What follows belongs to an exercise in optimizing a design on an open flow for small area; a production flow would make more cautious choices.
At most, simulation tests tie the RTL to the original design; equivalence was not proved.
For runs 2, 5 and 6, only the layout was checked, not whether the RTL still works.
The flow treats the clock pin as an ideal source, which a real chip does not have.
No activity file was given, so power comes from the tool's default toggle rates.

[flow/flow/run.sh]
#!/bin/bash
set -euo pipefail
W=$PWD
F=$W/flow
sed "s#source \$::env(SCRIPTS_DIR)/synth.tcl#source $W/synth_abc.tcl#" synth_recipe.tcl > $W/synth_recipe_abc.tcl
sed "s#log_cmd abc {\*}\$abc_args#log_cmd abc {*}[lreplace \$abc_args 1 1 $F/abc.script]#" \
    $FLOW_HOME/scripts/synth.tcl > $W/synth_abc.tcl
grep -q "$W/synth_abc.tcl" $W/synth_recipe_abc.tcl
grep -q "$F/abc.script" $W/synth_abc.tcl
CTS="-sink_clustering_enable -repair_clock_nets -dont_use_dummy_load -buf_list sky130_fd_sc_hd__clkbuf_8"
export CTS_LEAF_SINKS=24
export CTS_LEAF_PY=$F/cts_leaf.py
cp $F/openroad_wrap.sh $W/openroad_wrap.sh
chmod +x $W/openroad_wrap.sh
bash standard.sh SYNTH_SCRIPT=$W/synth_recipe_abc.tcl \
    OPENROAD_EXE=$W/openroad_wrap.sh \
    "BUFFER_PORTS_ARGS=-buffer_cell sky130_fd_sc_hd__buf_1" \
    "CTS_ARGS=$CTS" POST_CTS_TCL=$F/cts_post.tcl finish > $W/make_finish.log 2>&1
[flow/flow/abc.script]
strash
dch
map -D 7000
strash
dch
map -D 7000
topo
stime -c
[flow/flow/cts_leaf.py]
# Run ORFS's cts.tcl with a larger limit on sinks per clock-tree leaf.
import os
from openroad import Tech, Design
tech = Tech()
design = Design(tech)
parms = design.getTritonCts().getParms()
parms.setNumMaxLeafSinks(int(os.environ.get("CTS_LEAF_SINKS", "24")))
print("clock tree: at most %d sinks per leaf" % parms.getNumMaxLeafSinks())
design.evalTclString("source $::env(SCRIPTS_DIR)/cts.tcl")
[flow/flow/cts_post.tcl]
# After clock-tree synthesis: upsize any clock buffer whose flip-flop clock
# pins see a slow clock edge, then legalize the placement again.
estimate_parasitics -placement
set upsized 0
foreach inst [get_cells -quiet -filter "ref_name == sky130_fd_sc_hd__clkbuf_8"] {
    set out [get_pins -quiet [get_full_name $inst]/X]
    if { [llength $out] == 0 } { continue }
    set worst 0.0
    foreach pin [get_pins -quiet -of_objects [get_nets -of_objects $out] -filter "direction == input"] {
        if { [get_property $pin lib_pin_name] != "CLK" } { continue }
        set s [get_property $pin slew_max]
        if { $s > $worst } { set worst $s }
    }
    if { $worst > 0.120 } {
        puts "upsizing [get_full_name $inst]: flip-flop clock slew [format %.3f $worst] ns"
        replace_cell $inst sky130_fd_sc_hd__clkbuf_16
        incr upsized
    }
}
if { $upsized > 0 } {
    detailed_placement
    check_placement -verbose
    estimate_parasitics -placement
}
[flow/flow/openroad_wrap.sh]
#!/bin/bash
# OpenROAD for the ORFS steps. The clock-tree step (cts.tcl) runs through
# OpenROAD's Python mode, which can raise TritonCTS's limit on sinks per
# H-tree leaf (fixed at 15 in the Tcl command) before sourcing ORFS's cts.tcl.
OR=/OpenROAD-flow-scripts/tools/install/OpenROAD/bin/openroad
for a in "$@"; do
    case "$a" in
        */scripts/cts.tcl)
            exec "$OR" -python -no_init -exit "$CTS_LEAF_PY" ;;
    esac
done
exec "$OR" "$@"
[flow/standard.sh]
#!/bin/bash
# synth_recipe.tcl (not shown) runs the flow's synth.tcl, then flattens the netlist and writes it again
# the make line also repeats each setting of config.mk as NAME=value (left out here)
make -C /OpenROAD-flow-scripts/flow DESIGN_CONFIG=/design/flow/config.mk WORK_HOME=/design/flow/orfs CLKGATE_MAP_FILE= SYNTH_SCRIPT=/design/flow/synth_recipe.tcl "${@:-finish}"
[flow/config.mk]
export PLATFORM = sky130hd
export DESIGN_NAME = Pipelined_Processor
export DESIGN_NICKNAME = Pipelined_Processor
export VERILOG_FILES = /design/flow/design.v
export SDC_FILE = /design/flow/constraint.sdc
export NUM_CORES = 4
export LEC_CHECK = 0
export CAP_MARGIN = 0
export CORE_MARGIN = 2
export CORE_UTILIZATION = 50
export CTS_BUF_LIST = sky130_fd_sc_hd__clkbuf_8
export SETUP_SLACK_MARGIN = -0.7
export SLEW_MARGIN = 0
export SYNTH_HIERARCHICAL = 1
[flow/constraint.sdc]
create_clock -name core_clock -period 13.5 [get_ports {CLK}]
set_input_delay 2.7000 -clock core_clock [delete_from_list [all_inputs] [get_ports {CLK}]]
set_output_delay 2.7000 -clock core_clock [all_outputs]
set_load 0.01 [all_outputs]
[flow/design.v]
`timescale 1ns / 1ps
module Pipelined_Processor(
    input CLK,
    input reset,
    output [7:0] imem_addr,
    input [15:0] imem_data,
    output [7:0] dmem_addr,
    output [7:0] dmem_wdata,
    output dmem_we,
    input [7:0] dmem_rdata,
    output [7:0] result
);
localparam C_NOP = 4'b0000, C_EQ  = 4'b0001, C_SRA = 4'b0010, C_SLL  = 4'b0011,
           C_AND = 4'b0100, C_OR  = 4'b0101, C_XOR = 4'b0110, C_NOT  = 4'b0111,
           C_ADD = 4'b1000, C_SUB = 4'b1001, C_MUL = 4'b1010, C_DIV  = 4'b1011,
           C_ADI = 4'b1100, C_LD  = 4'b1101, C_ST  = 4'b1110;
reg  [7:0] pc;
reg  [7:0] rf [0:7];
reg  [7:0] a_e, b_e;
reg  [2:0] imm_e, rd_e;
reg  [3:0] c_e;
reg  [7:0] res_m, wd_m;
reg  [2:0] rd_m;
reg        rw_m, mw_m, ld_m;
reg  [7:0] res_w;
reg  [2:0] rd_w;
reg        rw_w;
wire [3:0] op  = imem_data[15:12];
wire [2:0] fn  = imem_data[11:9];
wire [2:0] rd  = imem_data[8:6];
wire [2:0] rs1 = imem_data[5:3];
wire [2:0] rs2 = imem_data[2:0];
reg  [3:0] c_d;
always @(*) begin
    case (op)
        4'b0000:
            case (fn)
                3'b000: c_d = C_ADD;
                3'b001: c_d = C_SUB;
                3'b010: c_d = C_MUL;
                3'b011: c_d = C_DIV;
                3'b100: c_d = C_AND;
                3'b101: c_d = C_OR;
                3'b110: c_d = C_XOR;
                default: c_d = C_NOT;
            endcase
        4'b0001, 4'b1000: c_d = C_ADI;
        4'b0010: c_d = C_LD;
        4'b0011: c_d = C_ST;
        4'b0101, 4'b1001: c_d = C_EQ;
        4'b0110: c_d = C_SRA;
        4'b0111: c_d = C_SLL;
        default: c_d = C_NOP;
    endcase
end
wire [7:0] a = a_e;
wire [7:0] b = b_e;
wire rw_e = c_e[3] | c_e[2] | c_e[1];
wire ld_e = (c_e == C_LD);
wire mw_e = (c_e == C_ST);
wire src  = c_e[3] & c_e[2];
wire sub  = c_e[0] & ~c_e[2];       
wire dvm  = c_e[0];                  
genvar k, i;
wire [7:0] addb = src ? {{5{imm_e[2]}}, imm_e} : b;
wire [7:0] addx = addb ^ {8{sub}};
wire [7:0] sum;
wire [8:0] ac;                       
assign ac[0] = sub;
generate
    for (i = 0; i < 8; i = i + 1) begin : ad
        assign sum[i]  = a[i] ^ addx[i] ^ ac[i];
        assign ac[i+1] = (a[i] & addx[i]) | (ac[i] & (a[i] ^ addx[i]));
    end
endgenerate
wire [8:1] bz;                       
assign bz[8] = 1'b1;
generate
    for (k = 7; k >= 1; k = k - 1) begin : gbz
        assign bz[k] = bz[k+1] & ~b[k];
    end
endgenerate
wire [7:0] quo;
generate
    for (k = 0; k < 8; k = k + 1) begin : st
        wire [k:0]   x, yy, o;
        wire [k+1:0] c;
        wire         q;
        wire         m   = dvm | a[7-k];
        wire         sel = q | ~dvm;         
        assign c[0] = 1'b0;
        for (i = 0; i <= k; i = i + 1) begin : cb
            if (i == 0) begin : g0
                assign x[0] = dvm & ~a[7-k];
            end else begin : gn
                assign x[i] = st[k-1].o[i-1];
            end
            assign yy[i]  = b[i] & m;
            assign c[i+1] = (x[i] & yy[i]) | (c[i] & (x[i] | yy[i]));
            if (k == 7) begin : gl
                assign o[i] = x[i] ^ yy[i] ^ c[i];
            end else begin : gm
                assign o[i] = x[i] ^ (sel & (yy[i] ^ c[i]));
            end
        end
        assign q = ~c[k+1] & bz[k+1];
        assign quo[7-k] = q;
    end
endgenerate
wire bnz = ~(bz[1] & ~b[0]);
wire [7:0] prod = st[7].o;
wire [7:0] axb = a ^ b;
reg  [3:0] lu;
always @(*) begin
    case (c_e)
        C_AND:   lu = 4'b1000;
        C_OR:    lu = 4'b1110;
        C_XOR:   lu = 4'b0110;
        C_NOT:   lu = 4'b0011;
        default: lu = 4'b0000;
    endcase
end
wire en_sum = c_e[3] & ~(c_e[1] & ~c_e[2]);      
wire en_sra = (c_e == C_SRA);
wire en_sll = (c_e == C_SLL);
wire en_eq  = (c_e == C_EQ);
wire [7:0] yl;                       
generate
    for (i = 0; i < 8; i = i + 1) begin : gl
        wire sra_i = (i == 7) ? a[7] : a[(i == 7) ? 7 : i + 1];
        wire sll_i = (i == 0) ? 1'b0 : a[(i == 0) ? 0 : i - 1];
        wire eq_i  = (i == 0) ? (en_eq & ~|axb) : 1'b0;
        assign yl[i] = (en_sum & sum[i]) | lu[{a[i], b[i]}] |
                       (en_sra & sra_i) | (en_sll & sll_i) | eq_i;
    end
endgenerate
wire isdiv = (c_e == C_DIV);
wire ismul = (c_e == C_MUL);
wire [7:0] y = isdiv ? (bnz ? quo : 8'd0) : ismul ? prod : yl;
wire [8:0] za, zb;                   
assign za[0] = 1'b1;
assign zb[0] = 1'b1;
generate
    for (k = 0; k < 8; k = k + 1) begin : gz
        assign za[k+1] = za[k] & ~a[k];
        assign zb[k+1] = zb[k] & ~b[k];
    end
endgenerate
reg zmul;
integer z;
always @(*) begin
    zmul = 1'b0;
    for (z = 0; z <= 8; z = z + 1)
        zmul = zmul | (za[z] & zb[8-z]);
end
wire zero = isdiv ? (~bnz | ~ac[8]) : ismul ? zmul : (yl == 8'd0);
wire hzd = ld_e && (rd_e != 3'd0) &&
           ((rd_e == rd) || (rd_e == rs1) || (rd_e == rs2)) &&
           (op != 4'b0101) && (op != 4'b0100);
wire [7:0] wb_m = ld_m ? dmem_rdata : res_m;    
wire fe1 = rw_e && (rd_e != 3'd0) && (rd_e == rs1);
wire fm1 = rw_m && (rd_m != 3'd0) && (rd_m == rs1);
wire fe2 = rw_e && (rd_e != 3'd0) && (rd_e == rs2);
wire fm2 = rw_m && (rd_m != 3'd0) && (rd_m == rs2);
wire [9:0] sel1, sel2;
assign sel1[8] = fe1;
assign sel1[9] = fm1 & ~fe1;
assign sel2[8] = fe2;
assign sel2[9] = fm2 & ~fe2;
generate
    for (k = 0; k < 8; k = k + 1) begin : gsel
        assign sel1[k] = ~fe1 & ~fm1 & (rs1 == k);
        assign sel2[k] = ~fe2 & ~fm2 & (rs2 == k);
    end
endgenerate
wire [7:0] opa, opb;
generate
    for (i = 0; i < 8; i = i + 1) begin : gop
        wire [9:0] d = {wb_m[i], y[i], rf[7][i], rf[6][i], rf[5][i], rf[4][i],
                        rf[3][i], rf[2][i], rf[1][i], rf[0][i]};
        AndOr10 ua (.s(sel1), .d(d), .y(opa[i]));
        AndOr10 ub (.s(sel2), .d(d), .y(opb[i]));
    end
endgenerate
wire [7:0] imm   = {{5{rs2[2]}}, rs2};
wire       selimm = (op == 4'b0100) || ((op == 4'b1001) && zero);
wire       selrel = (op == 4'b0101) && zero;
wire [7:0] pbase  = pc & {8{~selimm}};
wire [7:0] poff   = (selimm || selrel) ? imm : 8'd1;
wire [7:0] pcnext;
wire [8:0] pcc;
assign pcc[0] = 1'b0;
generate
    for (i = 0; i < 8; i = i + 1) begin : pa
        assign pcnext[i] = pbase[i] ^ poff[i] ^ pcc[i];
        assign pcc[i+1]  = (pbase[i] & poff[i]) | (pcc[i] & (pbase[i] | poff[i]));
    end
endgenerate
always @(posedge CLK or posedge reset) begin
    if (reset)
        pc <= 8'd0;
    else if (!hzd)
        pc <= pcnext;
end
always @(posedge CLK or posedge reset) begin
    if (reset)
        c_e <= C_NOP;
    else if (hzd)
        c_e <= C_NOP;
    else
        c_e <= c_d;
end
always @(posedge CLK) begin
    a_e <= opa; b_e <= opb; imm_e <= rs2; rd_e <= rd;
    wd_m <= b_e; rd_m <= rd_e;
    rd_w <= rd_m;
end
always @(posedge CLK or posedge reset) begin
    if (reset) begin
        res_m <= 8'd0; rw_m <= 1'b0; mw_m <= 1'b0; ld_m <= 1'b0;
        res_w <= 8'd0; rw_w <= 1'b0;
    end else begin
        res_m <= y; rw_m <= rw_e; mw_m <= mw_e; ld_m <= ld_e;
        res_w <= wb_m; rw_w <= rw_m;
    end
end
integer n;
always @(posedge CLK or posedge reset) begin
    if (reset) begin
        for (n = 0; n < 8; n = n + 1)
            rf[n] <= n;
    end else if (rw_w) begin
        rf[rd_w] <= res_w;
    end
end
assign imem_addr  = pc;
assign dmem_addr  = res_m;
assign dmem_wdata = wd_m;
assign dmem_we    = mw_m;
assign result     = res_w;
endmodule
module AndOr10(
    input  [9:0] s,
    input  [9:0] d,
    output       y
);
assign y = |(s & d);
endmodule
==> flow_summary_export.csv, run 1 <==
group,metric,value,unit
power,power_frac_clock,0.112,
clocking,clkSinkCount,132,
route,ant_nets,0,
min_path,hp-class,"reg -> reg",
setup_path,rr_startpoint,"b_e[7]",
route,wl,24060,µm
route,first_pass_iters,6,
final_layout,final_common_cell,"nand2_1",
synthesis,yosys_warnings,8,
setup_path,cp-end-kind,"register",
floorplanning,die_area,16220,µm²
sta,finalHoldWorstSlack,0.4142,ns
setup_path,cp.required,13.74,ns
clocking,cts_tree,"built",
status,outcome,"complete, no violations",
synthesis,synth_area_per_cell,8.137,µm²
grt,grt-ovfl-total,0,
setup_path,slowest_delay,0.61,ns
power,p_switching,0.0007633,W
synthesis,synth_edf_count,0,
route,drtIter0Drc,843,
placed_design,io_buffers,58,
synthesis,ys_ff_latch,132,
power,netSwitchingFraction,0.4669,
sta,worstMarginPinSlew,1.230,ns
synthesis,synth_nets,983,
floorplanning,initial_core_util,0.5061,
floorplanning,core,15030,µm²
power,power_frac_seq,0.407,
floorplanning,rows,45,
route,vias,7505,
route,drc,0,
setup_path,crit_start,"b_e[7]",
sta,max_freq,77.45,MHz
sta,fin_crit_sh,0.9564,
power,power_density,196.8,nW/µm²
synthesis,synthTopCellsByArea,"dfrtp_1 (28%), dfxtp_1 (9.5%), nand2_1 (9.4%)",
final_layout,fin_util,0.5524,
grt,grtUsageTotal,0.2990,
placed_design,dpl.hpwl,18180,µm
grt,grt_max_degree,78,
floorplanning,chipWidth,127.4,µm
grt,grt_pass1_wl,37760,µm
grt,grt_pass1_vias,6997,
setup_path,crit_arrival,13.15,ns
setup_path,critPathLaunchType,"register",
route,via_per_inst,6.249,
min_path,hold_start,"rd_m[0]",
floorplanning,fp.dieH,127.4,µm
synthesis,syn-cell-area,7609,µm²
final_layout,drive_above_1_share,0.05133,
setup_path,critPathTopFamily,"simple AND/OR/NAND/NOR gates",
synthesis,ys.flop_type,"dfrtp_1",
synthesis,syn_inst,935,
sta,slew_viol_final,0,
setup_path,cp_num_buf_inv,3,
floorplanning,ioPinCount,59,
synthesis,async_flop_share,0.7273,
power,ir_drop,0.1091,mV
synthesis,yosys.area.top_type,"dfrtp_1",
synthesis,ys_seq_area_frac,0.4124,
synthesis,synth_top_area_share,0.2763,
setup_path,crit_type,"reg -> reg",
sta,setup_violations,0,
setup_path,path_common_cell,"nand2_1",
sta,fin_worst_skew,0.04255,ns
route,routedWlPerCell,20.03,µm
final_layout,fin_cells,1201,
synthesis,synth_cell_type_count,39,
final_layout,final_nets,1063,
final_layout,layout_common_cells,"nand2_1 (190), o21ai_0 (89), clkinv_1 (86), dfrtp_1 (84), nor2_1 (82)",
power,total_power,0.001635,W
power,p_leak,3.261,nW
clocking,clock_latency,0.40,ns
final_layout,syn2layout_area_growth,9.143,%
placed_design,dp_cells,1190,
power,internal_power,0.0008714,W
grt,antenna_found_initial,0,
sta,hold_viol_final,0,
run,max-cap-violations,0,
placed_design,routabilityCongestion,0.9563,
setup_path,slowest_stage,"dfxtp_1",
sta,relSlewSlack,0.1739,
sta,layout_min_cycle_time,12.91,ns
clocking,clkTransAtPathRegs,0.10,ns
power,combPwrFrac,0.481,
setup_path,cp_max_fo,8,
final_layout,antenna-diode-count,0,
worst register-to-register path: cells and delay by family, from the launching register on:
family / cells / cell delay, ns
and+or+nand+nor: 50 / 5.11
AOI/OAI and AO/OA: 24 / 3.87
adders and majority gates: 7 / 2.84
DFF: 1 / 0.61
buffers and inverters: 3 / 0.31
cell families (layout without fill, tap and decap cells):
kind of cell | after synthesis | after routing | synth area share
multiplexers | 8 | 8 | 0.01184
buffers and inverters | 89 | 167 | 0.04391
AND/OR/NAND/NOR | 372 | 372 | 0.2023
XOR/XNOR | 44 | 44 | 0.05065
flip-flops | 132 | 132 | 0.4124
AO/OA/AOI/OAI | 268 | 268 | 0.2230
adder cells (fa/ha/maj) | 22 | 22 | 0.05591
area by class of cell:
| type | instances | area [µm²] |
|---|---|---|
| multi-input cells | 714 | 4151 |
| repair buffers | 69 | 300.3 |
| clock buffers | 9 | 135.1 |
| well taps | 188 | 235.2 |
| fillers | 1399 | 6729 |
| flip-flops and latches | 132 | 3138 |
| inverters | 89 | 344.1 |
modules after synthesis, one instance, submodules excluded:
module               cell area [µm²]  flip-flops and latches
Pipelined_Processor             6848                     132
AndOr10                        47.55                       0
sequential cells by signal, indices dropped and copies added (netlist names), 3 cells and up:
register / count
pc: 8
res_w: 8
rf: 64
rd_w: 3
res_m: 8
rd_e: 3
a_e: 8
rd_m: 3
wd_m: 8
b_e: 8
c_e: 4
imm_e: 3
worst paths after layout:
path,slack (ns),to,cells after the start
min in group asynchronous,2.24,rw_w,2
min reg2reg,0.41,rd_w[0],0
max in group asynchronous,10.01,res_w[6],3
max reg2reg,0.59,a_e[7],84
max,0.59,a_e[7],84
min,0.41,rd_w[0],0
metrics by stage:
step                      TNS, ns  instance area [µm²]  setup WS, ns
after floorplan                 0                 7609         2.248
after global placement          0                 8132         1.394
after detailed placement        0                 8132        0.5461
after global routing       -3.367                 8304       -0.6588
final                           0                 8304        0.5892
synth_stat cells (10+ instances only):
cell / instances
nor3_1: 39
clkinv_1: 89
a22oi_1: 68
dfrtp_1: 84
xor2_1: 19
o211ai_1: 10
nand2_1: 190
a221oi_1: 16
nor2_1: 83
o21ai_0: 91
xnor2_1: 25
fa_1: 20
a21oi_1: 50
nand3_1: 47
dfxtp_1: 36
dfstp_2: 12
routing by layer:
| layer | share of wire | vias up | track usage |
|---|---|---|---|
| met4 | 0.045 | 0 | 0.1545 |
| met2 | 0.46 | 358 | 0.4700 |
| li1 | - | 3454 | - |
| met5 | 0 | - | 0 |
| met3 | 0.070 | 82 | 0.05360 |
| met1 | 0.42 | 3611 | 0.3980 |
power by group through the flow:
stage | logic [W] | registers (W) | clock network [W]
global route | 0.000868 | 0.000678 | 0.000202
detailed placement | 0.000761 | 0.000664 | 0
floorplan | 0.000504 | 0.000651 | 0
finish | 0.000786 | 0.000665 | 0.000184
global placement | 0.000753 | 0.000659 | 0
==> run 2: changes to the inputs <==
--- a/flow/design.v
+++ b/flow/design.v
@@ -132,3 +132,5 @@
         wire eq_i  = (i == 0) ? (en_eq & ~|axb) : 1'b0;
-        assign yl[i] = (en_sum & sum[i]) | lu[{a[i], b[i]}] |
+        wire lu_i = (lu[3] & a[i] & b[i]) | (lu[2] & a[i] & ~b[i]) |
+                    (lu[1] & ~a[i] & b[i]) | (lu[0] & ~a[i] & ~b[i]);
+        assign yl[i] = (en_sum & sum[i]) | lu_i |
                        (en_sra & sra_i) | (en_sll & sll_i) | eq_i;
==> flow_summary_export.csv, run 2 <==
group,metric,value,unit
sta,max_freq,77.95,MHz
placed_design,dpl_worst_slack,0.2678,ns
synthesis,synth.most_common_cell,"nand2_1",
setup_path,cp_num_buf_inv,2,
floorplanning,ioPinCount,59,
placed_design,dpl.hpwl,18510,µm
synthesis,synth_xor_xnor_area_share,0.04939,
sta,slew_viol_final,0,
synthesis,muxShareOfSynthArea,0.01181,
synthesis,ys_ff_latch,132,
placed_design,io_buffers,58,
setup_path,crit_cells,83,
clocking,clkSinkCount,132,
synthesis,async_flop_share,0.7273,
sta,fin_crit_sh,0.9503,
sta,hold_viol_final,0,
sta,setup_violations,0,
floorplanning,initial_core_util,0.5072,
route,wl,24310,µm
clocking,clock_latency,0.40,ns
synthesis,synthTopCellsByArea,"dfrtp_1 (28%), dfxtp_1 (9.5%), nand2_1 (8.9%)",
floorplanning,rows,45,
setup_path,path_common_cell,"nand2_1",
synthesis,yosys.area.top_type,"dfrtp_1",
synthesis,synth_top_area_share,0.2757,
route,drc,0,
synthesis,synth_fa_ha_area_frac,0.05579,
setup_path,crit_type,"reg -> reg",
final_layout,layout_common_cells,"nand2_1 (180), nor2_1 (99), o21ai_0 (95), clkinv_1 (90), dfrtp_1 (84)",
setup_path,slowest_delay,0.46,ns
clocking,clkTransAtPathRegs,0.10,ns
synthesis,synth-simple-area-share,0.1981,
final_layout,fin_cells,1205,
grt,grtUsageTotal,0.3080,
power,p_leak,3.304,nW
synthesis,ys.flop_type,"dfrtp_1",
setup_path,cp.required,13.77,ns
sta,layout_setup_ws,0.6715,ns
placed_design,routabilityCongestion,0.9594,
final_layout,syn2layout_area_growth,9.255,%
final_layout,top_register,"rf",
synthesis,synth_edf_count,0,
route,ant_nets,0,
setup_path,cp-end-kind,"register",
route,via_per_inst,6.238,
min_path,hp-class,"reg -> reg",
synthesis,synth_cell_type_count,38,
clocking,cts_tree,"built",
setup_path,slowest_stage,"fa_1",
setup_path,crit_arrival,13.10,ns
synthesis,syn_inst,938,
sta,worstMarginPinSlew,1.320,ns
sta,relSlewSlack,0.1133,
grt,antenna_found_initial,0,
final_layout,final_nets,1067,
grt,grt_max_degree,74,
route,vias,7517,
final_layout,drive_above_1_share,0.05211,
synthesis,synth_commonest_cells,"nand2_1 (180), nor2_1 (101), o21ai_0 (98)",
setup_path,critPathTopFamily,"simple AND/OR/NAND/NOR gates",
power,ir_drop,0.08497,mV
placed_design,placed_cell_area,8163,µm²
placed_design,dp_cells,1195,
setup_path,cp_max_fo,7,
sta,finalHoldWorstSlack,0.4159,ns
grt,grt-ovfl-total,0,
floorplanning,die_area,16250,µm²
final_layout,fin_util,0.5541,
power,power_density,197.0,nW/µm²
grt,grt_pass1_vias,7134,
setup_path,reg2regPathDepth,83,
floorplanning,fp.dieH,127.5,µm
floorplanning,chipWidth,127.5,µm
final_layout,largest_reg_flops,64,
route,drtIter0Drc,674,
final_layout,final_area,8330,µm²
setup_path,r2r_slack,0.67,ns
run,max-cap-violations,0,
synthesis,yosys_warnings,8,
sta,fin_worst_skew,0.02715,ns
synthesis,ys_seq_area_frac,0.4116,
setup_path,critPathLaunchType,"register",
floorplanning,core,15030,µm²
synthesis,synth_top_family_by_area,"compound AO/OA/AOI/OAI gates",
grt,grt_pass1_wl,38760,µm
final_layout,antenna-diode-count,0,
route,first_pass_iters,7,
synthesis,syn-cell-area,7625,µm²
route,routedWlPerCell,20.17,µm
synthesis,synth_area_per_cell,8.129,µm²
synthesis,synth_nets,986,
sta,layout_min_cycle_time,12.83,ns
min_path,hold_path_depth,0,
status,outcome,"complete, no violations",
synthesis,synth_compound_area_frac,0.2286,
final_layout,final_common_cell,"nand2_1",
run 2: changes by cell type after synthesis, moves of 3 or more:
cell	delta
nor2_1	+18
a221oi_1	+3
nand3_1	-8
nor3_1	-6
nand2_1	-10
a21oi_1	-7
o21ai_0	+7
run 2: area by class of cell:
cell class	instances	area, µm²
Multi-Input combinational cell	715	4170
Timing Repair Buffer	70	307.8
Sequential cell	132	3138
Inverter	91	344.1
Clock buffer	9	135.1
Fill cell	1411	6703
Tap cell	188	235.2
run 2: worst paths after layout:
path / start / to
setup / recovery: b_e[5] / b_e[7]
hold / removal: rw_m / rw_w
setup reg to reg: b_e[5] / b_e[7]
hold reg to reg: rw_m / rw_w
max in group asynchronous: reset / rf[6][3]
min in group asynchronous: reset / rw_m
run 2: power by group:
part	switching, W	total [W]	internal [W]
logic	0.000533	0.000803	0.000270
registers	0.000124	0.000654	0.000531
clock network	0.000117	0.000184	0.0000670
run 2: Yosys stat by module, one instance, submodules excluded:
module | flip-flops and latches | times used | area [µm²]
AndOr10 | 0 | 16 | 47.55
Pipelined_Processor | 132 | 1 | 6864
run 2: metal layers:
layer / wire [µm] / share of wire / global-route usage
met1: 10120 / 0.42 / 0.4049
met5: 0 / 0 / 0
met2: 11660 / 0.48 / 0.5124
met3: 1540 / 0.063 / 0.04816
met4: 988 / 0.041 / 0.1235
run 2: per-stage QoR:
stage	TNS (ns)	power (W)
2_1_floorplan	0	0.001160
3_3_place_gp	0	0.001437
3_5_place_dp	0	0.001440
5_1_grt	-4.125	0.001776
6_report	0	0.001641
run 2: cell families after synthesis:
group	count (synthesis)
compound gates	274
xor+xnor	43
fa+ha+maj	22
buf+inv	91
flops	132
mux	8
simple gates	368
==> run 3: changes to the inputs <==
--- a/flow/design.v
+++ b/flow/design.v
@@ -112,12 +112,5 @@
 wire [7:0] axb = a ^ b;
-reg  [3:0] lu;
-always @(*) begin
-    case (c_e)
-        C_AND:   lu = 4'b1000;
-        C_OR:    lu = 4'b1110;
-        C_XOR:   lu = 4'b0110;
-        C_NOT:   lu = 4'b0011;
-        default: lu = 4'b0000;
-    endcase
-end
+wire en_ab  = (c_e == C_AND) | (c_e == C_OR);    
+wire en_axb = (c_e == C_XOR) | (c_e == C_OR);    
+wire en_na  = (c_e == C_NOT);
 wire en_sum = c_e[3] & ~(c_e[1] & ~c_e[2]);      
@@ -132,4 +125,3 @@
         wire eq_i  = (i == 0) ? (en_eq & ~|axb) : 1'b0;
-        wire lu_i = (lu[3] & a[i] & b[i]) | (lu[2] & a[i] & ~b[i]) |
-                    (lu[1] & ~a[i] & b[i]) | (lu[0] & ~a[i] & ~b[i]);
+        wire lu_i = (en_ab & a[i] & b[i]) | (en_axb & axb[i]) | (en_na & ~a[i]);
         assign yl[i] = (en_sum & sum[i]) | lu_i |
==> flow_summary_export.csv, run 3 <==
group,metric,value,unit
final_layout,seqCellArea,3139,µm²
setup_path,slowest_delay,0.47,ns
setup_path,cp.required,13.79,ns
route,routedWlPerCell,20.02,µm
final_layout,final_common_cell,"nand2_1",
min_path,hold_path_depth,0,
power,power_frac_seq,0.399,
synthesis,ys.flop_type,"dfrtp_1",
floorplanning,die_area,16090,µm²
synthesis,synth_commonest_cells,"nand2_1 (173), nor2_1 (104), o21ai_0 (93)",
synthesis,synth_edf_count,0,
synthesis,yosys.area.top_type,"dfrtp_1",
clocking,clkTransAtPathRegs,0.11,ns
final_layout,layout_common_cells,"nand2_1 (172), nor2_1 (103), o21ai_0 (91), clkinv_1 (85), dfrtp_1 (84)",
placed_design,dp_cells,1181,
synthesis,ys_ff_latch,132,
setup_path,critPathLaunchType,"register",
clocking,clkSinkCount,132,
synthesis,async_flop_share,0.7273,
power,power_frac_clock,0.118,
final_layout,antenna-diode-count,0,
power,p_leak,3.328,nW
floorplanning,core,14640,µm²
synthesis,ys_seq_area_frac,0.4160,
synthesis,synth_nets,969,
floorplanning,fp.dieH,126.8,µm
sta,max_freq,78.08,MHz
power,combPwrFrac,0.483,
setup_path,slowest_stage,"fa_1",
setup_path,cp_max_fo,6,
floorplanning,ioPinCount,59,
placed_design,placed_cell_area,8129,µm²
final_layout,multi_input_area,4096,µm²
final_layout,final_nets,1056,
clocking,clock_latency,0.40,ns
sta,hold_viol_final,0,
route,first_pass_iters,6,
power,netSwitchingFraction,0.4654,
floorplanning,chipWidth,126.8,µm
synthesis,syn-cell-area,7543,µm²
min_path,hp-class,"reg -> reg",
final_layout,fin_cells,1190,
final_layout,syn2layout_area_growth,10.00,%
route,ant_nets,0,
sta,layout_min_cycle_time,12.81,ns
setup_path,path_common_cell,"nand2_1",
sta,relSlewSlack,0.08977,
synthesis,synthTopCellsByArea,"dfrtp_1 (28%), dfxtp_1 (9.6%), nand2_1 (8.6%)",
synthesis,synth_cell_type_count,36,
placed_design,routabilityCongestion,0.9657,
route,drtIter0Drc,581,
power,internal_power,0.0008911,W
floorplanning,rows,44,
route,wl,23830,µm
sta,fin_worst_skew,0.03137,ns
floorplanning,initial_core_util,0.5151,
setup_path,crit_arrival,13.10,ns
setup_path,reg2regPathDepth,79,
synthesis,synth_area_per_cell,8.191,µm²
route,via_per_inst,6.212,
sta,worstMarginPinSlew,1.331,ns
grt,grt_pass1_vias,7068,
route,drc,0,
final_layout,largest_reg_flops,64,
power,power_density,200.9,nW/µm²
final_layout,nFillCells,1390,
grt,antenna_found_initial,0,
synthesis,yosys_warnings,8,
sta,setup_violations,0,
synthesis,synth_top_area_share,0.2787,
grt,grt_pass1_wl,38110,µm
grt,grtUsageTotal,0.3047,
route,vias,7392,
setup_path,crit_type,"reg -> reg",
final_layout,top_register,"rf",
sta,slew_viol_final,0,
sta,fin_crit_sh,0.9486,
status,outcome,"complete, no violations",
final_layout,final_area,8298,µm²
synthesis,syn_inst,921,
final_layout,drive_above_1_share,0.06262,
setup_path,cp-end-kind,"register",
clocking,cts_tree,"built",
placed_design,dpl.hpwl,18350,µm
power,p_switching,0.0007759,W
run,max-cap-violations,0,
grt,grt-ovfl-total,0,
grt,grt_max_degree,85,
placed_design,io_buffers,58,
synthesis,synth.most_common_cell,"nand2_1",
power,ir_drop,0.1171,mV
==> run 3: per-module statistics from Yosys (local to each module, per instance) <==
| module | cells | flops+latches | times used | cell area [µm²] |
|---|---|---|---|---|
| Pipelined_Processor | 809 | 132 | 1 | 6783 |
| AndOr10 | 7 | 0 | 16 | 47.55 |
==> run 3: kinds of logic after synthesis <==
group | after synthesis | synth area share
flops | 132 | 0.4160
compound gates | 253 | 0.2133
simple gates | 371 | 0.2033
xor+xnor | 48 | 0.05573
mux | 8 | 0.01194
fa+ha+maj | 22 | 0.05639
buf+inv | 87 | 0.04329
==> run 3: metal layers <==
layer / vias to the layer above / wire (µm) / track usage
met1: 3576 / 10360 / 0.4234
met5: - / 0 / 0
met2: 350 / 10720 / 0.4756
met4: 0 / 985 / 0.1222
met3: 64 / 1758 / 0.05483
li1: 3402 / - / -
==> run 3: cell type report <==
cell class / instances / area share
Clock buffer: 9 / 0.01764
Inverter: 87 / 0.04011
Multi-Input combinational cell: 702 / 0.4937
Sequential cell: 132 / 0.3783
Tap cell: 184 / 0.02774
Timing Repair Buffer: 76 / 0.04252
==> run 3: final timing paths <==
check / startpoint / to / slack (ns)
max reg2reg: b_e[4] / b_e[7] / 0.69
max in group asynchronous: reset / res_w[0] / 9.99
min reg2reg: rw_m / rw_w / 0.42
max: b_e[4] / b_e[7] / 0.69
min: rw_m / rw_w / 0.42
min in group asynchronous: reset / pc[1] / 2.18
==> run 3: critical path, delay by kind of cell (launching register included) <==
| family | cells | cell delay, ns |
|---|---|---|
| AO/OA/AOI/OAI | 28 | 4.54 |
| buffers and inverters | 3 | 0.35 |
| flip-flops | 1 | 0.38 |
| AND/OR/NAND/NOR | 41 | 4.52 |
| adder cells (fa/ha/maj) | 7 | 2.88 |
==> run 3: power by group through the flow <==
stage	combinational, W	sequential (W)	clock (W)
floorplan	0.000509	0.000658	0
global placement	0.000772	0.000663	0
finish	0.000805	0.000665	0.000197
detailed placement	0.000779	0.000669	0
global route	0.000892	0.000685	0.000216
==> run 3: stage by stage <==
step	utilization	power (W)	worst slack [ns]	hold WS, ns	setup TNS (ns)
finish	0.5666	0.001667	0.6933	0.4189	0
global route	0.5666	0.001792	-0.6282	0.4370	-3.077
detailed placement	0.5551	0.001448	0.5839	0.3897	0
global placement	0.5551	0.001435	1.187	0.3773	0
floorplan	-	0.001167	1.828	0.3539	0
==> run 4: changes to the inputs <==
--- a/flow/flow/run.sh
+++ b/flow/flow/run.sh
@@ -1,2 +1,7 @@
 #!/bin/bash
+# Own layout flow: the standard ORFS flow (standard.sh) with these changes:
+#  - synthesis maps logic with flow/abc.script, an ABC script that maps for
+#    area under a delay target (two rounds of dch + map), instead of ORFS's
+#    speed script; everything else in synthesis is the standard flow's unchanged script;
+#  - the port buffers use the smallest buffer cell (buf_1);
 set -euo pipefail
@@ -4,2 +9,4 @@
 F=$W/flow
+
+# The standard flow's synthesis script, with ORFS's synth.tcl using our ABC script
 sed "s#source \$::env(SCRIPTS_DIR)/synth.tcl#source $W/synth_abc.tcl#" synth_recipe.tcl > $W/synth_recipe_abc.tcl
@@ -9,2 +16,3 @@
 grep -q "$F/abc.script" $W/synth_abc.tcl
+
 CTS="-sink_clustering_enable -repair_clock_nets -dont_use_dummy_load -buf_list sky130_fd_sc_hd__clkbuf_8"
@@ -14,2 +22,3 @@
 chmod +x $W/openroad_wrap.sh
+
 bash standard.sh SYNTH_SCRIPT=$W/synth_recipe_abc.tcl \
==> flow_summary_export.csv, run 4 <==
group,metric,value,unit
route,drtIter0Drc,581,
synthesis,synth_xor_xnor_area_share,0.05573,
synthesis,syn-cell-area,7543,µm²
synthesis,synth_fa_ha_area_frac,0.05639,
route,routedWlPerCell,20.02,µm
synthesis,synth_top_area_share,0.2787,
sta,layout_min_cycle_time,12.81,ns
synthesis,synthTopCellsByArea,"dfrtp_1 (28%), dfxtp_1 (9.6%), nand2_1 (8.6%)",
sta,relSlewSlack,0.08977,
power,internal_power,0.0008911,W
final_layout,drive_above_1_share,0.06262,
power,power_frac_seq,0.399,
final_layout,top_register,"rf",
sta,setup_violations,0,
sta,worstMarginPinSlew,1.331,ns
power,power_density,200.9,nW/µm²
sta,layout_setup_ws,0.6933,ns
synthesis,muxShareOfSynthArea,0.01194,
synthesis,yosys_warnings,8,
grt,grt_pass1_wl,38110,µm
synthesis,ys.flop_type,"dfrtp_1",
setup_path,cp.required,13.79,ns
synthesis,synth_edf_count,0,
power,combPwrFrac,0.483,
final_layout,final_nets,1056,
clocking,clock_latency,0.40,ns
synthesis,syn_inst,921,
synthesis,synth_nets,969,
power,netSwitchingFraction,0.4654,
floorplanning,fp.dieH,126.8,µm
grt,grt-ovfl-total,0,
grt,antenna_found_initial,0,
power,p_leak,3.328,nW
route,via_per_inst,6.212,
setup_path,cp-end-kind,"register",
final_layout,final_common_cell,"nand2_1",
final_layout,multi_input_area,4096,µm²
min_path,hold_path_depth,0,
final_layout,antenna-diode-count,0,
route,ant_nets,0,
sta,hold_viol_final,0,
synthesis,synth_top_family_by_area,"compound AO/OA/AOI/OAI gates",
sta,fin_crit_sh,0.9486,
setup_path,crit_arrival,13.10,ns
power,ir_drop,0.1171,mV
power,power_frac_clock,0.118,
synthesis,synth_area_per_cell,8.191,µm²
run,max-cap-violations,0,
synthesis,synth_compound_area_frac,0.2133,
floorplanning,core,14640,µm²
floorplanning,rows,44,
setup_path,reg2regPathDepth,79,
setup_path,slowest_delay,0.47,ns
setup_path,cp_max_fo,6,
synthesis,ys_seq_area_frac,0.4160,
placed_design,dpl_worst_slack,0.5839,ns
synthesis,synth.most_common_cell,"nand2_1",
placed_design,dpl.hpwl,18350,µm
route,wirelength_met1,10360,µm
setup_path,crit_type,"reg -> reg",
route,wl,23830,µm
clocking,clkTransAtPathRegs,0.11,ns
clocking,cts_tree,"built",
final_layout,seqCellArea,3139,µm²
placed_design,routabilityCongestion,0.9657,
status,outcome,"complete, no violations",
route,dr_wl_met2,10720,µm
power,p_switching,0.0007759,W
floorplanning,initial_core_util,0.5151,
synthesis,async_flop_share,0.7273,
grt,grt_pass1_vias,7068,
final_layout,nFillCells,1390,
placed_design,io_buffers,58,
clocking,clkSinkCount,132,
final_layout,syn2layout_area_growth,10.00,%
min_path,hp-class,"reg -> reg",
setup_path,slowest_stage,"fa_1",
synthesis,ys_ff_latch,132,
final_layout,fin_util,0.5666,
grt,grtUsageTotal,0.3047,
final_layout,layout_common_cells,"nand2_1 (172), nor2_1 (103), o21ai_0 (91), clkinv_1 (85), dfrtp_1 (84)",
route,first_pass_iters,6,
sta,max_freq,78.08,MHz
sta,slew_viol_final,0,
setup_path,path_common_cell,"nand2_1",
setup_path,critPathLaunchType,"register",
route,vias,7392,
synthesis,synth_commonest_cells,"nand2_1 (173), nor2_1 (104), o21ai_0 (93)",
synthesis,yosys.area.top_type,"dfrtp_1",
floorplanning,die_area,16090,µm²
floorplanning,ioPinCount,59,
final_layout,largest_reg_flops,64,
floorplanning,chipWidth,126.8,µm
synthesis,synth-simple-area-share,0.2034,
route,top_layer,"met4",
sta,fin_worst_skew,0.03137,ns
synthesis,synth_cell_type_count,36,
route,met3_length,1758,µm
grt,grt_max_degree,85,
route,drc,0,
## run 4: cell counts in the layout (fill, tap and decap cells not counted)
Identical to the previous run, type by type.
## run 4: cell type report
class                   instances  area share
multi-input cells             702      0.4937
inverters                      87     0.04011
well taps                     184     0.02774
flip-flops and latches        132      0.3783
repair buffers                 76     0.04252
clock buffers                   9     0.01764
## run 4: per-stage QoR
step / total power, W / instances / hold slack, ns / instance area (µm²) / setup TNS (ns)
detailed placement: 0.001448 / 1181 / 0.3897 / 8129 / 0
global placement: 0.001435 / 1181 / 0.3773 / 8129 / 0
finish: 0.001667 / 1190 / 0.4189 / 8298 / 0
floorplan: 0.001167 / 921 / 0.3539 / 7543 / 0
global route: 0.001792 / 1190 / 0.4370 / 8298 / -3.077
## run 4: power by group through the flow
stage | logic [W] | registers [W] | clock network, W
6_report | 0.000805 | 0.000665 | 0.000197
2_1_floorplan | 0.000509 | 0.000658 | 0
3_5_place_dp | 0.000779 | 0.000669 | 0
5_1_grt | 0.000892 | 0.000685 | 0.000216
3_3_place_gp | 0.000772 | 0.000663 | 0
## run 4: final timing paths
check / from / slack (ns) / endpoint
setup / recovery: b_e[4] / 0.69 / b_e[7]
hold / removal: rw_m / 0.42 / rw_w
setup reg to reg: b_e[4] / 0.69 / b_e[7]
hold reg to reg: rw_m / 0.42 / rw_w
max in group asynchronous: reset / 9.99 / res_w[0]
min in group asynchronous: reset / 2.18 / pc[1]
## run 4: worst max-delay path, delay by kind of cell, from the launching register on
kind,cells,cell delay (ns)
AOI/OAI and AO/OA,28,4.54
adders and majority gates,7,2.88
and+or+nand+nor,41,4.52
DFF,1,0.38
buffers and inverters,3,0.35
## run 4: per-layer routing
metal,GRT usage,vias to the layer above
met2,0.4756,350
met3,0.05483,64
met5,0,-
li1,-,3402
met4,0.1222,0
met1,0.4234,3576
## run 4: cells by family after synthesis
logic type / count (synthesis)
adders and majority gates: 22
muxes: 8
and+or+nand+nor: 371
AOI/OAI and AO/OA: 253
DFF: 132
buffers and inverters: 87
xor gates and xnor gates: 48
## run 4: per-module statistics from Yosys (local to each module, per instance)
module	flops+latches	copies in the design	area, µm²
Pipelined_Processor	132	1	6783
AndOr10	0	16	47.55
==> run 5: changes to the inputs <==
--- a/flow/design.v
+++ b/flow/design.v
@@ -112,5 +112,12 @@
 wire [7:0] axb = a ^ b;
-wire en_ab  = (c_e == C_AND) | (c_e == C_OR);    
-wire en_axb = (c_e == C_XOR) | (c_e == C_OR);    
-wire en_na  = (c_e == C_NOT);
+reg  [3:0] lu;
+always @(*) begin
+    case (c_e)
+        C_AND:   lu = 4'b1000;
+        C_OR:    lu = 4'b1110;
+        C_XOR:   lu = 4'b0110;
+        C_NOT:   lu = 4'b0011;
+        default: lu = 4'b0000;
+    endcase
+end
 wire en_sum = c_e[3] & ~(c_e[1] & ~c_e[2]);      
@@ -125,4 +132,3 @@
         wire eq_i  = (i == 0) ? (en_eq & ~|axb) : 1'b0;
-        wire lu_i = (en_ab & a[i] & b[i]) | (en_axb & axb[i]) | (en_na & ~a[i]);
-        assign yl[i] = (en_sum & sum[i]) | lu_i |
+        assign yl[i] = (en_sum & sum[i]) | lu[{a[i], b[i]}] |
                        (en_sra & sra_i) | (en_sll & sll_i) | eq_i;
@@ -240,3 +246,14 @@
 );
-assign y = |(s & d);
+wire n0, n1, n2;
+AndOrInv6 g0 (.s(s[2:0]), .d(d[2:0]), .y(n0));
+AndOrInv6 g1 (.s(s[5:3]), .d(d[5:3]), .y(n1));
+AndOrInv6 g2 (.s(s[8:6]), .d(d[8:6]), .y(n2));
+assign y = ~(n0 & n1 & n2 & ~(s[9] & d[9]));
 endmodule
+module AndOrInv6(
+    input  [2:0] s,
+    input  [2:0] d,
+    output       y
+);
+assign y = ~|(s & d);
+endmodule
==> flow/flow/run.sh (replaced) <==
#!/bin/bash
set -euo pipefail
W=$PWD
F=$W/flow
sed "s#source \$::env(SCRIPTS_DIR)/synth.tcl#source $W/synth_abc.tcl#" synth_recipe.tcl > $W/synth_recipe_abc.tcl
# ABC maps the small AND-OR-invert cells (AndOrInv6) with an area-only script
# (flow/abc_area.script) and every other module with flow/abc.script.
sed "s#log_cmd abc {\*}\$abc_args#log_cmd abc {*}[lreplace \$abc_args 1 1 $F/abc.script] AndOrInv6 %n\n  log_cmd abc {*}[lreplace \$abc_args 1 1 $F/abc_area.script] AndOrInv6#" \
    $FLOW_HOME/scripts/synth.tcl > $W/synth_abc.tcl
grep -q "$W/synth_abc.tcl" $W/synth_recipe_abc.tcl
grep -q "$F/abc.script" $W/synth_abc.tcl
grep -q "$F/abc_area.script" $W/synth_abc.tcl
CTS="-sink_clustering_enable -repair_clock_nets -dont_use_dummy_load -buf_list sky130_fd_sc_hd__clkbuf_8"
export CTS_LEAF_SINKS=24
export CTS_LEAF_PY=$F/cts_leaf.py
cp $F/openroad_wrap.sh $W/openroad_wrap.sh
chmod +x $W/openroad_wrap.sh
bash standard.sh SYNTH_SCRIPT=$W/synth_recipe_abc.tcl \
    OPENROAD_EXE=$W/openroad_wrap.sh \
    "BUFFER_PORTS_ARGS=-buffer_cell sky130_fd_sc_hd__buf_1" \
    "CTS_ARGS=$CTS" POST_CTS_TCL=$F/cts_post.tcl finish > $W/make_finish.log 2>&1
==> flow/flow/abc_area.script (new file) <==
strash
dch
amap
topo
stime -c
--- a/flow/config.mk
+++ b/flow/config.mk
@@ -7,3 +7,3 @@
 export LEC_CHECK = 0
-export CAP_MARGIN = 0
+export CAP_MARGIN = 20
 export CORE_MARGIN = 2
@@ -11,4 +11,3 @@
 export CTS_BUF_LIST = sky130_fd_sc_hd__clkbuf_8
-export SETUP_SLACK_MARGIN = -0.7
-export SLEW_MARGIN = 0
+export SLEW_MARGIN = 20
 export SYNTH_HIERARCHICAL = 1
==> flow_summary_export.csv, run 5 <==
group,metric,value,unit
status,outcome,"complete, no violations",
setup_path,crit_arrival,12.89,ns
min_path,hold_start,"rd_m[0]",
synthesis,syn-cell-area,7526,µm²
power,ir_drop,0.09462,mV
synthesis,synth.most_common_cell,"nand2_1",
setup_path,crit_start,"b_e[5]",
grt,grt-ovfl-total,0,
synthesis,ys.flop_type,"dfrtp_1",
route,drtIter0Drc,1135,
final_layout,fin_cells,1190,
sta,worstMarginPinSlew,1.206,ns
route,first_pass_iters,8,
grt,grt_pass1_vias,7130,
clocking,cts_tree,"built",
floorplanning,rows,44,
synthesis,synth_commonest_cells,"nand2_1 (179), o21ai_0 (106), clkinv_1 (99)",
clocking,clkTransAtPathRegs,0.10,ns
run,max-cap-violations,0,
final_layout,layout_common_cells,"nand2_1 (178), clkinv_1 (96), o21ai_0 (95), nor2_1 (94), dfrtp_1 (84)",
placed_design,routabilityCongestion,0.9848,
floorplanning,chipWidth,126.7,µm
setup_path,cp.required,13.72,ns
grt,grt_pass1_wl,38340,µm
synthesis,async_flop_share,0.7273,
synthesis,synth_top_area_share,0.2793,
route,vias,7517,
grt,grt_max_degree,60,
floorplanning,core,14640,µm²
route,via_per_inst,6.317,
synthesis,ys_ff_latch,132,
floorplanning,ioPinCount,59,
setup_path,slowest_delay,0.56,ns
synthesis,yosys.area.top_type,"dfrtp_1",
final_layout,fin_util,0.5765,
route,drc,0,
power,p_leak,3.258,nW
final_layout,top_register,"rf",
setup_path,path_common_cell,"nand2_1",
synthesis,yosys_warnings,8,
route,routedWlPerCell,20.54,µm
final_layout,drive_above_1_share,0.09443,
route,ant_nets,0,
floorplanning,fp.dieH,126.7,µm
power,p_switching,0.0007715,W
synthesis,synth_nets,962,
placed_design,io_buffers,58,
sta,hold_viol_final,0,
final_layout,syn2layout_area_growth,12.17,%
setup_path,crit_type,"reg -> reg",
sta,slew_viol_final,0,
floorplanning,initial_core_util,0.5139,
setup_path,slowest_stage,"or4_2",
final_layout,final_common_cell,"nand2_1",
synthesis,syn_inst,914,
sta,finalHoldWorstSlack,0.4220,ns
sta,fin_worst_skew,0.03636,ns
setup_path,critPathLaunchType,"register",
floorplanning,die_area,16050,µm²
final_layout,final_nets,1056,
route,wl,24440,µm
final_layout,seqCellArea,3148,µm²
sta,relSlewSlack,0.1897,
synthesis,synth_cell_type_count,40,
power,total_power,0.001673,W
sta,fin_crit_sh,0.9386,
sta,max_freq,78.92,MHz
sta,setup_violations,0,
placed_design,placed_cell_area,8083,µm²
synthesis,synthTopCellsByArea,"dfrtp_1 (28%), dfxtp_1 (9.6%), nand2_1 (8.9%)",
min_path,hp-class,"reg -> reg",
power,power_frac_clock,0.107,
setup_path,cp-end-kind,"register",
power,power_density,198.2,nW/µm²
placed_design,dpl.hpwl,18270,µm
power,internal_power,0.0009019,W
final_layout,largest_reg_flops,64,
setup_path,rr_startpoint,"b_e[5]",
synthesis,synth_area_per_cell,8.234,µm²
clocking,clock_latency,0.39,ns
synthesis,ys_seq_area_frac,0.4170,
power,power_frac_seq,0.403,
power,netSwitchingFraction,0.4610,
power,combPwrFrac,0.490,
synthesis,synth_edf_count,0,
grt,antenna_found_initial,0,
final_layout,multi_input_area,4145,µm²
grt,grtUsageTotal,0.3066,
clocking,clkSinkCount,132,
setup_path,cp_max_fo,6,
final_layout,antenna-diode-count,0,
final_layout,nFillCells,1375,
sta,layout_min_cycle_time,12.67,ns
final_layout,final_area,8442,µm²
placed_design,dp_cells,1168,
-- run 5: cells by family (layout without fill, tap and decap cells) --
logic type                 count (synthesis)  in the layout  synth area share
AOI/OAI and AO/OA                        240            240            0.2093
xor gates and xnor gates                  43             43           0.05004
buffers and inverters                     99            191           0.04938
DFF                                      132            132            0.4170
and+or+nand+nor                          370            370            0.2058
muxes                                      8              8           0.01197
adders and majority gates                 22             22           0.05652
-- run 5: path summary, 6_finish.rpt --
kind                       endpoint  slack (ns)  cells past startpoint
setup / recovery             b_e[7]        0.83                     80
hold / removal              rd_w[0]        0.42                      0
setup reg to reg             b_e[7]        0.83                     80
hold reg to reg             rd_w[0]        0.42                      0
max in group asynchronous  res_m[4]       10.03                      3
min in group asynchronous  rf[2][2]        2.32                      2
-- run 5: area by class of cell --
cell class,instances,share of cell area
Multi-Input combinational cell,683,0.4910
Sequential cell,132,0.3729
Inverter,99,0.04521
Timing Repair Buffer,83,0.04758
Tap cell,184,0.02727
Clock buffer,9,0.01601
-- run 5: worst max-delay path: cells and delay by family (launching register included) --
kind	cells	cell delay, ns
compound gates	21	2.92
fa+ha+maj	7	2.61
buf+inv	3	0.23
flops	1	0.41
simple gates	49	6.28
-- run 5: per-stage QoR --
stage | TNS (ns) | worst slack [ns]
2_1_floorplan | 0 | 1.366
3_3_place_gp | 0 | 0.8946
3_5_place_dp | 0 | 0.1288
5_1_grt | -0.2584 | -0.1941
6_report | 0 | 0.8289
-- run 5: power by group through the flow --
stage               combinational [W]  clock (W)  sequential, W
floorplan                    0.000511          0       0.000649
global route                 0.000909   0.000197       0.000689
detailed placement           0.000760          0       0.000671
finish                       0.000820   0.000178       0.000675
global placement             0.000749          0       0.000666
-- run 5: modules after synthesis (local to each module, per instance) --
module / flops+latches / times used / cell area [µm²] / cells
Pipelined_Processor: 132 / 1 / 6885 / 834
AndOr10: 0 / 16 / 10.01 / 2
AndOrInv6: 0 / 48 / 10.01 / 1
-- run 5: layer usage --
metal,global-route usage,share of wire
met5,0,0
met4,0.1047,0.025
met3,0.06369,0.097
met1,0.4285,0.42
met2,0.4798,0.45
==> run 6: changes to the inputs <==
--- a/flow/config.mk
+++ b/flow/config.mk
@@ -11,2 +11,3 @@
 export CTS_BUF_LIST = sky130_fd_sc_hd__clkbuf_8
+export SETUP_SLACK_MARGIN = -0.7
 export SLEW_MARGIN = 20
==> flow_summary_export.csv, run 6 <==
group,metric,value,unit
sta,relSlewSlack,0.2276,
synthesis,synth_top_area_share,0.2793,
run,max-cap-violations,0,
synthesis,yosys.area.top_type,"dfrtp_1",
final_layout,final_common_cell,"nand2_1",
setup_path,cp.required,13.72,ns
final_layout,final_nets,1047,
sta,hold_viol_final,0,
clocking,clkTransAtPathRegs,0.12,ns
setup_path,slowest_stage,"or4_2",
synthesis,syn_inst,914,
final_layout,antenna-diode-count,0,
synthesis,yosys_warnings,8,
power,power_frac_clock,0.109,
setup_path,crit_arrival,13.29,ns
route,drtIter0Drc,1078,
route,wl,24280,µm
setup_path,cp-end-kind,"register",
setup_path,cp_max_fo,11,
sta,slew_viol_final,0,
min_path,hp-class,"reg -> reg",
floorplanning,initial_core_util,0.5139,
placed_design,io_buffers,58,
synthesis,synth_cell_type_count,40,
final_layout,layout_common_cells,"nand2_1 (179), o21ai_0 (102), clkinv_1 (96), nor2_1 (95), dfrtp_1 (84)",
sta,fin_crit_sh,0.9680,
power,power_density,197.1,nW/µm²
placed_design,routabilityCongestion,0.9848,
synthesis,synth_nets,962,
power,internal_power,0.0008822,W
placed_design,dp_cells,1168,
status,outcome,"complete, no violations",
sta,worstMarginPinSlew,1.129,ns
clocking,clock_latency,0.40,ns
synthesis,synth_edf_count,0,
power,p_leak,3.206,nW
route,routedWlPerCell,20.56,µm
floorplanning,rows,44,
route,vias,7506,
route,ant_nets,0,
synthesis,ys_ff_latch,132,
sta,tns,0,ns
final_layout,top_register,"rf",
setup_path,crit_type,"reg -> reg",
route,via_per_inst,6.356,
synthesis,syn-cell-area,7526,µm²
synthesis,synthTopCellsByArea,"dfrtp_1 (28%), dfxtp_1 (9.6%), nand2_1 (8.9%)",
floorplanning,ioPinCount,59,
sta,fin_worst_skew,0.03894,ns
synthesis,synth.most_common_cell,"nand2_1",
floorplanning,fp.dieH,126.7,µm
setup_path,r2r_slack,0.43,ns
grt,antenna_found_initial,0,
power,ir_drop,0.09443,mV
grt,grt_pass1_wl,38340,µm
floorplanning,core,14640,µm²
final_layout,syn2layout_area_growth,10.74,%
route,drc,0,
grt,grt_max_degree,60,
final_layout,largest_reg_flops,64,
grt,grt_pass1_vias,7130,
power,netSwitchingFraction,0.4629,
final_layout,drive_above_1_share,0.07623,
power,power_frac_seq,0.410,
floorplanning,chipWidth,126.7,µm
synthesis,synth_area_per_cell,8.234,µm²
synthesis,async_flop_share,0.7273,
floorplanning,die_area,16050,µm²
sta,setup_violations,0,
final_layout,fin_cells,1181,
synthesis,ys.flop_type,"dfrtp_1",
route,first_pass_iters,9,
placed_design,dpl.hpwl,18270,µm
grt,grt-ovfl-total,0,
sta,layout_min_cycle_time,13.07,ns
synthesis,ys_seq_area_frac,0.4170,
power,combPwrFrac,0.481,
setup_path,slowest_delay,0.56,ns
synthesis,synth_commonest_cells,"nand2_1 (179), o21ai_0 (106), clkinv_1 (99)",
clocking,clkSinkCount,132,
clocking,cts_tree,"built",
setup_path,critPathLaunchType,"register",
power,p_switching,0.0007602,W
grt,grtUsageTotal,0.3066,
setup_path,path_common_cell,"nand2_1",
sta,max_freq,76.53,MHz
-- run 6: cell types whose count changed in the layout (fill, tap and decap cells not counted), sizes merged --
cell  previous run  this run
buf             82        73
-- run 6: power groups by stage --
stage	Sequential (W)	Combinational, W	Clock [W]
after detailed placement	0.000671	0.000760	0
after global routing	0.000688	0.000880	0.000197
after floorplan	0.000649	0.000511	0
final	0.000674	0.000790	0.000179
after global placement	0.000666	0.000749	0
-- run 6: Yosys stat by module (local to each module, per instance) --
module / cell area, µm² / copies in the design / flops+latches
AndOrInv6: 10.01 / 48 / 0
Pipelined_Processor: 6885 / 1 / 132
AndOr10: 10.01 / 16 / 0
-- run 6: through the flow --
stage / instance area [µm²] / setup WS, ns / hold WS (ns) / util / power (W)
floorplan: 7526 / 1.366 / 0.3539 / - / 0.001160
global placement: 8073 / 0.8946 / 0.4102 / 0.5513 / 0.001415
detailed placement: 8083 / 0.1288 / 0.4157 / 0.5519 / 0.001432
global route: 8334 / -0.8256 / 0.4382 / 0.5691 / 0.001765
finish: 8334 / 0.4325 / 0.4221 / 0.5691 / 0.001642
-- run 6: final timing paths --
path | start | to | depth (start not counted)
worst max-delay path | b_e[2] | b_e[7] | 81
max in group asynchronous | reset | res_m[4] | 3
worst max register to register | b_e[2] | b_e[7] | 81
min in group asynchronous | reset | rf[2][2] | 2
worst min-delay path | rd_m[0] | rd_w[0] | 0
worst min register to register | rd_m[0] | rd_w[0] | 0
-- run 6: layout make-up --
class	count	area, µm²
clock buffers	9	135.1
well taps	184	230.2
multi-input cells	683	4115
flip-flops and latches	132	3142
repair buffers	74	330.3
fillers	1384	6310
inverters	99	381.6
-- run 6: critical path: cells and delay by family (launching register included) --
family / cells / cell delay [ns]
AOI/OAI and AO/OA: 21 / 3.32
adders and majority gates: 7 / 2.68
buffers and inverters: 5 / 0.50
DFF: 1 / 0.40
and+or+nand+nor: 48 / 5.95
-- run 6: cell families (layout without fill, tap and decap cells) --
kind of cell / Yosys count / after routing / synth area share
and+or+nand+nor: 370 / 370 / 0.2058
xor gates and xnor gates: 43 / 43 / 0.05004
AOI/OAI and AO/OA: 240 / 240 / 0.2093
muxes: 8 / 8 / 0.01197
DFF: 132 / 132 / 0.4170
buffers and inverters: 99 / 182 / 0.04938
adders and majority gates: 22 / 22 / 0.05652
-- run 6: metal layers --
metal	vias up	wire, µm	global-route usage
li1	3425	-	-
met1	3548	10320	0.4285
met2	467	10870	0.4798
met3	66	2429	0.06369
met4	0	658	0.1047
met5	-	0	0
==> run 7: changes to the inputs <==
--- a/flow/design.v
+++ b/flow/design.v
@@ -112,12 +112,5 @@
 wire [7:0] axb = a ^ b;
-reg  [3:0] lu;
-always @(*) begin
-    case (c_e)
-        C_AND:   lu = 4'b1000;
-        C_OR:    lu = 4'b1110;
-        C_XOR:   lu = 4'b0110;
-        C_NOT:   lu = 4'b0011;
-        default: lu = 4'b0000;
-    endcase
-end
+wire en_ab  = (c_e == C_AND) | (c_e == C_OR);    
+wire en_axb = (c_e == C_XOR) | (c_e == C_OR);    
+wire en_na  = (c_e == C_NOT);
 wire en_sum = c_e[3] & ~(c_e[1] & ~c_e[2]);      
@@ -132,3 +125,4 @@
         wire eq_i  = (i == 0) ? (en_eq & ~|axb) : 1'b0;
-        assign yl[i] = (en_sum & sum[i]) | lu[{a[i], b[i]}] |
+        wire lu_i = (en_ab & a[i] & b[i]) | (en_axb & axb[i]) | (en_na & ~a[i]);
+        assign yl[i] = (en_sum & sum[i]) | lu_i |
                        (en_sra & sra_i) | (en_sll & sll_i) | eq_i;
@@ -165,6 +159,6 @@
 wire [9:0] sel1, sel2;
-assign sel1[8] = fe1;
-assign sel1[9] = fm1 & ~fe1;
-assign sel2[8] = fe2;
-assign sel2[9] = fm2 & ~fe2;
+assign sel1[9] = fe1;
+assign sel1[8] = fm1 & ~fe1;
+assign sel2[9] = fe2;
+assign sel2[8] = fm2 & ~fe2;
 generate
@@ -178,3 +172,3 @@
     for (i = 0; i < 8; i = i + 1) begin : gop
-        wire [9:0] d = {wb_m[i], y[i], rf[7][i], rf[6][i], rf[5][i], rf[4][i],
+        wire [9:0] d = {y[i], wb_m[i], rf[7][i], rf[6][i], rf[5][i], rf[4][i],
                         rf[3][i], rf[2][i], rf[1][i], rf[0][i]};
--- a/flow/flow/run.sh
+++ b/flow/flow/run.sh
@@ -1,2 +1,9 @@
 #!/bin/bash
+# Own layout flow: the standard ORFS flow (standard.sh) with these changes:
+#  - synthesis maps logic with flow/abc.script, an ABC script that maps for
+#    area under a delay target (two rounds of dch + map), instead of ORFS's
+#    speed script, and the AND-OR-invert cells of the operand selects with
+#    ABC's area mapper (flow/abc_area.script); everything else in synthesis
+#    is the standard flow's unchanged script;
+#  - the port buffers use the smallest buffer cell (buf_1);
 set -euo pipefail
@@ -4,5 +11,8 @@
 F=$W/flow
+
+# The standard flow's synthesis script, with ORFS's synth.tcl using our ABC script
 sed "s#source \$::env(SCRIPTS_DIR)/synth.tcl#source $W/synth_abc.tcl#" synth_recipe.tcl > $W/synth_recipe_abc.tcl
-# ABC maps the small AND-OR-invert cells (AndOrInv6) with an area-only script
-# (flow/abc_area.script) and every other module with flow/abc.script.
+# (the small AND-OR-invert cells, module AndOrInv6, are mapped by
+# flow/abc_area.script, ABC's area-oriented mapper; every other module by
+# flow/abc.script)
 sed "s#log_cmd abc {\*}\$abc_args#log_cmd abc {*}[lreplace \$abc_args 1 1 $F/abc.script] AndOrInv6 %n\n  log_cmd abc {*}[lreplace \$abc_args 1 1 $F/abc_area.script] AndOrInv6#" \
@@ -12,2 +22,3 @@
 grep -q "$F/abc_area.script" $W/synth_abc.tcl
+
 CTS="-sink_clustering_enable -repair_clock_nets -dont_use_dummy_load -buf_list sky130_fd_sc_hd__clkbuf_8"
@@ -17,2 +28,3 @@
 chmod +x $W/openroad_wrap.sh
+
 bash standard.sh SYNTH_SCRIPT=$W/synth_recipe_abc.tcl \
--- a/flow/config.mk
+++ b/flow/config.mk
@@ -9,3 +9,3 @@
 export CORE_MARGIN = 2
-export CORE_UTILIZATION = 50
+export CORE_UTILIZATION = 60
 export CTS_BUF_LIST = sky130_fd_sc_hd__clkbuf_8
==> flow_summary_export.csv, run 7 <==
group,metric,value,unit
final_layout,final_common_cell,"nand2_1",
min_path,hp-class,"reg -> reg",
final_layout,layout_common_cells,"nand2_1 (164), nor2_1 (92), clkinv_1 (91), o21ai_0 (88), dfrtp_1 (83)",
setup_path,slowest_delay,0.46,ns
synthesis,ys_seq_area_frac,0.4216,
placed_design,routabilityCongestion,1.012,
clocking,cts_tree,"built",
sta,relSlewSlack,0.06689,
synthesis,synth_cell_type_count,37,
floorplanning,core,12060,µm²
route,vias,7461,
final_layout,antenna-diode-count,0,
sta,fin_worst_skew,0.03320,ns
grt,grt_max_degree,56,
synthesis,yosys_warnings,8,
placed_design,dpl.hpwl,17930,µm
synthesis,ys.flop_type,"dfrtp_1",
setup_path,cp.required,13.77,ns
placed_design,io_buffers,58,
power,p_leak,3.132,nW
grt,grtUsageTotal,0.3753,
synthesis,synth_area_per_cell,8.401,µm²
route,via_per_inst,6.603,
synthesis,syn_inst,886,
final_layout,top_register,"rf",
grt,antenna_found_initial,0,
synthesis,synth_nets,934,
clocking,clkTransAtPathRegs,0.09,ns
setup_path,crit_type,"reg -> reg",
route,ant_nets,0,
setup_path,path_common_cell,"nand2_1",
power,ir_drop,0.1187,mV
synthesis,ys_ff_latch,132,
sta,max_freq,76.87,MHz
synthesis,synth_top_area_share,0.2824,
route,drc,0,
final_layout,final_area,8147,µm²
synthesis,synth_edf_count,0,
final_layout,drive_above_1_share,0.06341,
placed_design,dp_cells,1121,
sta,layout_min_cycle_time,13.01,ns
setup_path,critPathLaunchType,"register",
route,first_pass_iters,13,
clocking,clkSinkCount,132,
floorplanning,initial_core_util,0.6171,
floorplanning,chipWidth,115.4,µm
final_layout,syn2layout_area_growth,9.447,%
floorplanning,die_area,13310,µm²
synthesis,synth_commonest_cells,"nand2_1 (164), nor2_1 (94), clkinv_1 (93)",
run,max-cap-violations,0,
grt,grt_pass1_wl,37990,µm
final_layout,final_nets,1012,
status,outcome,"complete, no violations",
final_layout,fin_cells,1130,
setup_path,slowest_stage,"fa_1",
floorplanning,fp.dieH,115.4,µm
clocking,clock_latency,0.41,ns
sta,finalHoldWorstSlack,0.3935,ns
synthesis,yosys.area.top_type,"dfrtp_1",
sta,hold_viol_final,0,
route,routedWlPerCell,21.40,µm
floorplanning,rows,40,
power,power_density,202.0,nW/µm²
route,wl,24180,µm
sta,worstMarginPinSlew,1.389,ns
sta,setup_violations,0,
sta,slew_viol_final,0,
sta,fin_crit_sh,0.9636,
setup_path,crit_arrival,13.27,ns
synthesis,async_flop_share,0.7273,
placed_design,placed_cell_area,7940,µm²
setup_path,cp_num_buf_inv,3,
synthesis,synthTopCellsByArea,"dfrtp_1 (28%), dfxtp_1 (9.7%), nand2_1 (8.3%)",
setup_path,cp_max_fo,6,
grt,grt-ovfl-total,0,
setup_path,critPathTopFamily,"simple AND/OR/NAND/NOR gates",
floorplanning,ioPinCount,59,
synthesis,synth.most_common_cell,"nand2_1",
grt,grt_pass1_vias,6960,
synthesis,syn-cell-area,7443,µm²
route,drtIter0Drc,1167,
final_layout,largest_reg_flops,64,
setup_path,cp-end-kind,"register",
==> run 7: cell types whose count changed in the layout (fill, tap and decap cells not counted), moves of 5 or more <==
cell	change
nand2_1	-15
o21ai_0	-14
xor2_1	+9
nor3_2	-7
nand3_1	+6
a21oi_1	-5
clkinv_1	-5
nor3_1	+5
==> run 7: cell type report <==
cell class                 count  area [µm²]
clock buffer                   9       135.1
fill                        1007        3915
inverter                      93       354.1
multi-input combinational    661        4020
sequential                   132        3142
tap                          168       210.2
timing repair buffer          67       285.3
==> run 7: kinds of logic (layout without fill, tap and decap cells) <==
logic type      count (synthesis)  in the layout  synth area share
simple gates                  363            363            0.2074
buf+inv                        93            169           0.04690
fa+ha+maj                      24             24           0.05984
xor+xnor                       49             49           0.05766
mux                             8              8           0.01210
compound gates                217            217            0.1945
flops                         132            132            0.4216
==> run 7: final timing paths <==
path                        start        to  slack [ns]  depth (start not counted)
setup / recovery           b_e[4]    b_e[7]        0.49                         82
hold / removal               rw_m      rw_w        0.39                          0
min in group asynchronous   reset     pc[0]        2.36                          2
setup reg to reg           b_e[4]    b_e[7]        0.49                         82
hold reg to reg              rw_m      rw_w        0.39                          0
max in group asynchronous   reset  res_m[5]        9.96                          3
==> run 7: Yosys stat by module, one instance, submodules excluded <==
module	copies in the design	cell area, µm²	flops+latches
AndOrInv6	48	10.01	0
AndOr10	16	10.01	0
Pipelined_Processor	1	6803	132
==> run 7: stage by stage <==
stage	power (W)	TNS [ns]	utilization	setup slack [ns]
2_1_floorplan	0.001155	0	-	1.915
3_3_place_gp	0.001394	0	0.6583	0.9731
3_5_place_dp	0.001424	0	0.6583	0.2307
5_1_grt	0.001749	-6.165	0.6754	-0.6961
6_report	0.001646	0	0.6754	0.4914
==> run 7: power breakdown <==
part / leakage [nW] / internal [W] / switching, W
combinational: 1.54 / 0.000273 / 0.000515
clock: 0.0698 / 0.0000669 / 0.000118
sequential: 1.52 / 0.000535 / 0.000139
total: 3.13 / 0.000875 / 0.000771
==> run 7: worst reg2reg max path, delay by kind of cell, from the launching register on <==
kind / cells / cell delay, ns
simple gates: 47 / 5.40
fa+ha+maj: 9 / 3.40
compound gates: 23 / 3.36
buf+inv: 3 / 0.40
flops: 1 / 0.30
==> run 7: routing by layer <==
metal,share of wire,vias up,global-route usage
met5,0.0016,-,0
met4,0.033,2,0.1253
met3,0.12,84,0.1028
met2,0.45,500,0.5786
met1,0.39,3560,0.5166
li1,-,3315,-

Check on run 7: ideal ports give 0.491 ns setup slack; a clkbuf_16 on the clock port and buf_2 on the inputs give 0.491 ns; moving port delays by the midpoint clock arrival (0.432 ns) as well gives 0.491 ns.
